What follows belongs to an exercise in optimizing a design on an open flow for small area, a short achievable clock period and few clock cycles per item; a production flow would make more cautious choices. Function was checked by simulation only, so behaviour that the tests miss may differ from the original. Power and IR drop assume default switching activity.

==> flow/design.v <==
`timescale 1ns / 1ps
module ksadd #(parameter W = 32, parameter L = 5) (   
	input [W-1:0] a,
	input [W-1:0] b,
	input ci,
	output [W-1:0] s,
	output co
	);
wire [W-1:0] p0 = a ^ b;
wire [W-1:0] g [0:L];
wire [W-1:0] p [0:L];
assign g[0] = (a & b) | {{(W-1){1'b0}}, p0[0] & ci};
assign p[0] = p0;
genvar l, i;
generate
	for (l = 0; l < L; l = l + 1) begin : lvl
		for (i = 0; i < W; i = i + 1) begin : bit_
			if (i >= (1 << l)) begin : m
				assign g[l+1][i] = g[l][i] | (p[l][i] & g[l][i-(1<<l)]);
				assign p[l+1][i] = p[l][i] & p[l][i-(1<<l)];
			end else begin : c
				assign g[l+1][i] = g[l][i];
				assign p[l+1][i] = p[l][i];
			end
		end
	end
endgenerate
wire [W:0] c = {g[L], ci};
assign s = p0 ^ c[W-1:0];
assign co = c[W];
endmodule
`timescale 1ns / 1ps
module alu(
	input [31:0] a,
	input [31:0] bx,
	input [4:0] amt,       
	input sub,
	input sel_add,
	input sel_logic,
	input sel_shift,
	input sel_slt,
	input [1:0] lop,
	input sltu,
	input sleft,
	input sarith,
	input sfull,
	output [31:0] y
	);
wire [31:0] sum;
wire cout;
ksadd #(32) add (.a(a), .b(bx), .ci(sub), .s(sum), .co(cout));
wire [32:0] s33 = {cout, sum};
wire b31 = bx[31] ^ sub;
wire lt = sltu ? ~s33[32] : ((a[31] ^ b31) ? a[31] : s33[31]);
reg [31:0] lg;
always @* begin
	case (lop)
		2'b00: lg = a & bx;
		2'b01: lg = a | bx;
		2'b10: lg = a ^ bx;
		default: lg = ~(a | bx);
	endcase
end
wire fill = sarith & a[31];
wire big = sfull & (|bx[31:5]);
reg [31:0] xin, xrev;
integer k;
always @* begin
	for (k = 0; k < 32; k = k + 1)
		xin[k] = sleft ? a[31-k] : a[k];
end
wire [63:0] xs = {{32{fill}}, xin} >> amt;
always @* begin
	for (k = 0; k < 32; k = k + 1)
		xrev[k] = xs[31-k];
end
wire shr = sel_shift & ~sleft & ~big;
wire shl = sel_shift & sleft & ~big;
wire shf = sel_shift & big & fill;
assign y = ({32{sel_add}} & sum)
         | ({32{sel_logic}} & lg)
         | ({32{shr}} & xs[31:0])
         | ({32{shl}} & xrev)
         | {32{shf}}
         | {31'b0, sel_slt & lt};
endmodule
`timescale 1ns / 1ps
module MIPS_DLX(
	input clock,
	input reset,
	output [9:0] imem_addr,
	input [31:0] imem_data,
	output [9:0] dmem_addr,
	output [31:0] dmem_wdata,
	output dmem_we,
	input [31:0] dmem_rdata
	);
reg [9:0]  pc;
reg        d_v;             
reg        d_useimm;        
reg        d_sub;           
reg        d_immhi;         
reg        d_dec;           
reg [9:0]  d_pc;            
reg [31:0] d_ir;
reg [31:1] d_sa;            
reg [31:1] d_sb;            
reg        d_lbyp;          
reg        d_bpa, d_bpb;    
reg        d_wen;           
reg [4:0]  d_wa;
reg        d_pt;            
reg [9:0]  d_alt;           
reg        e_wen;
reg [4:0]  e_wa;
reg        e_load, e_store, e_br, e_bne, e_pt;
reg        e_addi;          
reg [9:0]  e_alt;
reg [9:0]  e_addr;          
reg [31:0] e_a;             
reg [31:0] e_b;             
reg [4:0]  e_amt;           
reg        e_sub, e_sadd, e_slog, e_ssh, e_sslt, e_sltu, e_sleft, e_sarith, e_sfull;
reg [1:0]  e_lop;
wire [31:0] alu_y;
alu ALU (
	.a(e_a), .bx(e_b), .amt(e_amt),
	.sub(e_sub), .sel_add(e_sadd), .sel_logic(e_slog), .sel_shift(e_ssh), .sel_slt(e_sslt),
	.lop(e_lop), .sltu(e_sltu), .sleft(e_sleft), .sarith(e_sarith), .sfull(e_sfull),
	.y(alu_y)
	);
assign dmem_addr  = e_addr;
assign dmem_wdata = e_b;
assign dmem_we    = e_store;
wire [31:0] e_res = alu_y | (dmem_rdata & {32{e_load}});
wire e_taken = e_bne ^ (e_a == e_b);
wire mispredict = e_br & (e_taken ^ e_pt);
wire [31:0] o_x = e_a ^ e_b;
wire [31:0] o_c = {e_a[30:1] | e_b[30:1], e_a[0] & e_b[0], 1'b1};
wire e_one = e_addi & (o_x == o_c);
reg [31:1] one_r;
genvar go_;
generate
	for (go_ = 1; go_ < 32; go_ = go_ + 1) begin : one_w
		always @(posedge clock)
			if (e_wen && e_wa == go_)
				one_r[go_] <= e_one;
	end
endgenerate
wire [5:0] op = d_ir[31:26];
wire [5:0] fn = d_ir[5:0];
wire d_rtype = ~op[5] & ~op[3] & ~op[2] & ~op[1];
wire d_br    = ~op[5] & ~op[3] &  op[2];
wire d_immal = ~op[5] &  op[3];
wire d_load  =  op[5] & ~op[3];
wire d_store =  op[5] &  op[3];
reg [31:0] rf [1:31];
genvar g;
generate
	for (g = 1; g < 32; g = g + 1) begin : wr
		always @(posedge clock)
			if (e_wen && e_wa == g)
				rf[g] <= e_res;
	end
endgenerate
reg [31:0] rf_a0, rf_b;
integer i;
always @* begin
	rf_a0 = 32'b0;
	rf_b = 32'b0;
	for (i = 1; i < 32; i = i + 1) begin
		rf_a0 = rf_a0 | ({32{d_sa[i]}} & rf[i]);
		rf_b = rf_b | ({32{d_sb[i]}} & rf[i]);
	end
end
wire [31:0] rf_a = rf_a0 | ({32{d_lbyp}} & dmem_rdata);
wire byp_a = d_bpa & e_wen;
wire byp_b = d_bpb & e_wen;
wire stall = d_v & op[5] & byp_a & ~e_load;
wire go = d_v & ~stall & ~mispredict;
wire [31:0] d_a = ({32{byp_a}} & e_res) | ({32{~byp_a}} & rf_a);
wire [31:0] d_imm = {{16{d_immhi}}, d_ir[15:0]};
wire bpb_n = byp_b & ~d_useimm & ~d_sub;
wire bpb_i = byp_b & ~d_useimm & d_sub;
wire [31:0] d_b0 = ((d_useimm ? d_imm : rf_b) ^ {32{d_sub}}) & {32{~(byp_b & ~d_useimm)}};
wire [31:0] d_b = ({32{bpb_n}} & e_res) | ({32{bpb_i}} & ~e_res) | d_b0;
wire d_addi = d_immal & ~op[2] & ~op[1];
wire d_fuse_ok = d_v & d_dec & ~byp_a;
wire d_addi_zero = |(d_sa & one_r);
wire [9:0] d_addr;
ksadd #(10, 4) add_ad (.a(rf_a[9:0]), .b(d_ir[9:0]), .ci(1'b0), .s(d_addr), .co());
always @(posedge clock) begin
	if (reset) begin
		e_wen   <= 1'b0;
		e_load  <= 1'b0;
		e_store <= 1'b0;
		e_br    <= 1'b0;
	end else begin
		e_wen   <= go & d_wen;
		e_load  <= go & d_load;
		e_store <= go & d_store;
		e_br    <= go & d_br;
	end
end
always @(posedge clock) begin
	e_wa     <= d_wa;
	e_bne    <= op[0];
	e_addi   <= d_addi;
	e_pt     <= d_pt;
	e_alt    <= d_alt;
	e_addr   <= d_addr;
	e_a      <= d_a;
	e_b      <= d_b;
	e_amt    <= byp_b ? e_res[4:0] : rf_b[4:0];
	e_sub    <= d_sub;
	e_sadd   <= d_rtype ? (fn[5] & ~fn[3] & ~fn[2]) : (d_immal & ~op[2] & ~op[1]);
	e_slog   <= d_rtype ? (fn[5] & ~fn[3] & fn[2]) : (d_immal & op[2]);
	e_ssh    <= d_rtype & ~fn[5];
	e_sslt   <= d_rtype ? (fn[5] & fn[3]) : (d_immal & ~op[2] & op[1]);
	e_lop    <= d_rtype ? fn[1:0] : op[1:0];
	e_sltu   <= d_rtype & fn[0];
	e_sleft  <= ~fn[1];
	e_sarith <= fn[0];
	e_sfull  <= ~fn[2];
end
assign imem_addr = pc;
wire [31:0] ins = imem_data;
wire [5:0] f_op = ins[31:26];
wire [4:0] f_rs = ins[25:21];
wire [4:0] f_rt = ins[20:16];
wire [4:0] f_rd = ins[15:11];
wire f_rtype = ~f_op[5] & ~f_op[3] & ~f_op[2] & ~f_op[1];
wire f_j     = ~f_op[5] & ~f_op[3] & ~f_op[2] &  f_op[1];
wire f_br    = ~f_op[5] & ~f_op[3] &  f_op[2];
wire f_writes = f_rtype | (~f_op[5] & f_op[3]) | (f_op[5] & ~f_op[3]);
wire [4:0] f_wa = f_rtype ? f_rd : f_rt;
wire f_wen = f_writes & (f_wa != 5'd0);
wire [5:0] f_fn = ins[5:0];
wire f_immal = ~f_op[5] & f_op[3];
wire f_useimm = f_immal | (f_op[5] & ~f_op[3]);
wire f_immhi = ~(f_immal & f_op[2]) & ins[15];
wire f_sub = f_rtype ? (f_fn[5] & f_fn[1] & (f_fn[3] | ~f_fn[2])) : (f_immal & ~f_op[2] & f_op[1]);
wire [9:0] pc_inc = pc + 10'd1;
wire [9:0] pc_br;
ksadd #(10, 4) add_br (.a(pc), .b(ins[9:0]), .ci(1'b0), .s(pc_br), .co());
wire f_fuse = f_br & (f_rt == 5'd0) & (f_rs == d_wa) & d_fuse_ok;
wire f_pt_static = ins[9] | (f_op[0] ^ (f_rs == f_rt));
wire f_pt = f_fuse ? (f_op[0] ^ d_addi_zero) : f_pt_static;
wire f_lbyp = d_v & d_load & d_wen & (d_wa == f_rs);
reg [31:1] f_sa, f_sb;
integer k;
always @* begin
	for (k = 1; k < 32; k = k + 1)
		f_sa[k] = (f_rs == k);
	for (k = 1; k < 32; k = k + 1)
		f_sb[k] = (f_rt == k);
end
reg [9:0] pc_next;
always @* begin
	if (mispredict)            pc_next = e_alt;
	else if (stall)            pc_next = d_pc;
	else if (f_j)              pc_next = ins[9:0];
	else if (f_br & f_pt)      pc_next = pc_br;
	else                       pc_next = pc_inc;
end
always @(posedge clock) begin
	if (reset) begin
		pc  <= 10'd0;
		d_v <= 1'b0;
	end else begin
		pc <= pc_next;
		d_v <= ~(mispredict | stall);
	end
end
always @(posedge clock) begin
	begin
		d_pc  <= pc;
		d_ir  <= ins;
		d_useimm <= f_useimm;
		d_sub <= f_sub;
		d_immhi <= f_immhi;
		d_dec <= f_immal & ~f_op[2] & ~f_op[1] & (ins[15:0] == 16'hffff) & f_wen;
		d_sa  <= f_sa & ~{31{f_lbyp}};
		d_sb  <= f_sb;
		d_lbyp <= f_lbyp;
		d_bpa <= d_v & d_wen & (d_wa == f_rs);
		d_bpb <= d_v & d_wen & (d_wa == f_rt);
		d_wen <= f_wen;
		d_wa  <= f_wa;
		d_pt  <= f_pt;
		d_alt <= f_pt ? pc_inc : pc_br;
	end
end
endmodule
Settings: LEC_CHECK=0, CAP_MARGIN=20, CORE_MARGIN=2, CORE_UTILIZATION=40, CTS_CLUSTER_DIAMETER=100, CTS_CLUSTER_SIZE=20, SETUP_SLACK_MARGIN=5, SLEW_MARGIN=20; clock period 9.0 ns.
standard.sh (not shown) runs the stock make flow with config.mk's settings and CLKGATE_MAP_FILE= SYNTH_SCRIPT=/design/flow/synth_recipe.tcl, a recipe that flattens the netlist after the stock synthesis.
==> flow/flow/run.sh <==
#!/bin/bash
set -euo pipefail
cd "$(dirname "$0")/.."
bash standard.sh SYNTH_WRAPPED_OPERATORS=1 OPENROAD_HIERARCHICAL=1 \
	"BUFFER_PORTS_ARGS=-buffer_cell sky130_fd_sc_hd__buf_4" \
	SETUP_SLACK_MARGIN=5.4 finish > orfs_make.log 2>&1
Testbench counts at the start, summed over its fixed seeds: cycles 127,628, instrs 122,234.
Next try:
--- a/flow/design.v
+++ b/flow/design.v
@@ -103,12 +103,17 @@
 reg        d_dec;           
 reg [9:0]  d_pc;            
 reg [31:0] d_ir;
 reg [31:1] d_sa;            
 reg [31:1] d_sb;            
 reg        d_lbyp;          
+reg        d_wsa, d_wsb;    
+reg        w_wen;           
+reg [4:0]  w_wa;
+reg [31:0] w_res;
+reg        w_one;
 reg        d_bpa, d_bpb;    
 reg        d_wen;           
 reg [4:0]  d_wa;
 reg        d_pt;            
 reg [9:0]  d_alt;           
 reg        e_wen;
@@ -140,14 +145,14 @@
 wire e_one = e_addi & (o_x == o_c);
 reg [31:1] one_r;
 genvar go_;
 generate
 	for (go_ = 1; go_ < 32; go_ = go_ + 1) begin : one_w
 		always @(posedge clock)
-			if (e_wen && e_wa == go_)
-				one_r[go_] <= e_one;
+			if (w_wen && w_wa == go_)
+				one_r[go_] <= w_one;
 	end
 endgenerate
 wire [5:0] op = d_ir[31:26];
 wire [5:0] fn = d_ir[5:0];
 wire d_rtype = ~op[5] & ~op[3] & ~op[2] & ~op[1];
 wire d_br    = ~op[5] & ~op[3] &  op[2];
@@ -156,25 +161,27 @@
 wire d_store =  op[5] &  op[3];
 reg [31:0] rf [1:31];
 genvar g;
 generate
 	for (g = 1; g < 32; g = g + 1) begin : wr
 		always @(posedge clock)
-			if (e_wen && e_wa == g)
-				rf[g] <= e_res;
+			if (w_wen && w_wa == g)
+				rf[g] <= w_res;
 	end
 endgenerate
 reg [31:0] rf_a0, rf_b;
 integer i;
 always @* begin
 	rf_a0 = 32'b0;
 	rf_b = 32'b0;
 	for (i = 1; i < 32; i = i + 1) begin
 		rf_a0 = rf_a0 | ({32{d_sa[i]}} & rf[i]);
 		rf_b = rf_b | ({32{d_sb[i]}} & rf[i]);
 	end
+	rf_a0 = rf_a0 | ({32{d_wsa}} & w_res);
+	rf_b = rf_b | ({32{d_wsb}} & w_res);
 end
 wire [31:0] rf_a = rf_a0 | ({32{d_lbyp}} & dmem_rdata);
 wire byp_a = d_bpa & e_wen;
 wire byp_b = d_bpb & e_wen;
 wire stall = d_v & op[5] & byp_a & ~e_load;
 wire go = d_v & ~stall & ~mispredict;
@@ -183,16 +190,22 @@
 wire bpb_n = byp_b & ~d_useimm & ~d_sub;
 wire bpb_i = byp_b & ~d_useimm & d_sub;
 wire [31:0] d_b0 = ((d_useimm ? d_imm : rf_b) ^ {32{d_sub}}) & {32{~(byp_b & ~d_useimm)}};
 wire [31:0] d_b = ({32{bpb_n}} & e_res) | ({32{bpb_i}} & ~e_res) | d_b0;
 wire d_addi = d_immal & ~op[2] & ~op[1];
 wire d_fuse_ok = d_v & d_dec & ~byp_a;
-wire d_addi_zero = |(d_sa & one_r);
+wire d_addi_zero = |(d_sa & one_r) | (d_wsa & w_one);
 wire [9:0] d_addr;
 ksadd #(10, 4) add_ad (.a(rf_a[9:0]), .b(d_ir[9:0]), .ci(1'b0), .s(d_addr), .co());
 always @(posedge clock) begin
+	w_wen <= ~reset & e_wen;
+	w_wa  <= e_wa;
+	w_res <= e_res;
+	w_one <= e_one;
+end
+always @(posedge clock) begin
 	if (reset) begin
 		e_wen   <= 1'b0;
 		e_load  <= 1'b0;
 		e_store <= 1'b0;
 		e_br    <= 1'b0;
 	end else begin
@@ -244,12 +257,14 @@
 wire [9:0] pc_br;
 ksadd #(10, 4) add_br (.a(pc), .b(ins[9:0]), .ci(1'b0), .s(pc_br), .co());
 wire f_fuse = f_br & (f_rt == 5'd0) & (f_rs == d_wa) & d_fuse_ok;
 wire f_pt_static = ins[9] | (f_op[0] ^ (f_rs == f_rt));
 wire f_pt = f_fuse ? (f_op[0] ^ d_addi_zero) : f_pt_static;
 wire f_lbyp = d_v & d_load & d_wen & (d_wa == f_rs);
+wire f_wbpa = e_wen & (e_wa == f_rs);
+wire f_wbpb = e_wen & (e_wa == f_rt);
 reg [31:1] f_sa, f_sb;
 integer k;
 always @* begin
 	for (k = 1; k < 32; k = k + 1)
 		f_sa[k] = (f_rs == k);
 	for (k = 1; k < 32; k = k + 1)
@@ -277,14 +292,16 @@
 		d_pc  <= pc;
 		d_ir  <= ins;
 		d_useimm <= f_useimm;
 		d_sub <= f_sub;
 		d_immhi <= f_immhi;
 		d_dec <= f_immal & ~f_op[2] & ~f_op[1] & (ins[15:0] == 16'hffff) & f_wen;
-		d_sa  <= f_sa & ~{31{f_lbyp}};
-		d_sb  <= f_sb;
+		d_sa  <= f_sa & ~{31{f_lbyp | f_wbpa}};
+		d_sb  <= f_sb & ~{31{f_wbpb}};
+		d_wsa <= f_wbpa & ~f_lbyp;
+		d_wsb <= f_wbpb;
 		d_lbyp <= f_lbyp;
 		d_bpa <= d_v & d_wen & (d_wa == f_rs);
 		d_bpb <= d_v & d_wen & (d_wa == f_rt);
 		d_wen <= f_wen;
 		d_wa  <= f_wa;
 		d_pt  <= f_pt;
Power increases by 1.2%.
Setup slack got worse by 0.067 ns.
Non-clock buffer count increases by 11.
Clock skew decreases by 0.0082 ns.
Routed wire length decreases by 1.7%.
Sequential power increases by 3.2%.
Combinational power decreases by about 6%.
Testbench counts after the change, summed over its fixed seeds: cycles 127,628, instrs 122,234.

==> what the ideal ports hide <==
The flow's constraints put no driver on any port. The routed layouts listed below were extracted and timed again, unchanged, in two steps. Step 1: set_driving_cell puts a clkbuf_16 on clock and a buf_2 on each other input, an assumption about the parent block. Step 2 moves the port delays by t, midway between the first and last clock arrival at a register: inputs arrive t later, outputs are due t later. That takes back most of the time a late clock gives input paths. a / b / c = no drivers / after step 1 / after step 2; a / b = the first two.
run	shift t [ns]	setup WS [ns]	worst data-port slew with drivers (ns)
the first run	0.811	5.354 / 5.354 / 4.715	0.05
the second run	0.796	5.287 / 5.287 / 4.621	0.06
After both steps every run listed still meets setup and hold. The setup slack of the second run, which loses most, moves by 0.000 ns with the drivers and by -0.666 ns with both steps.
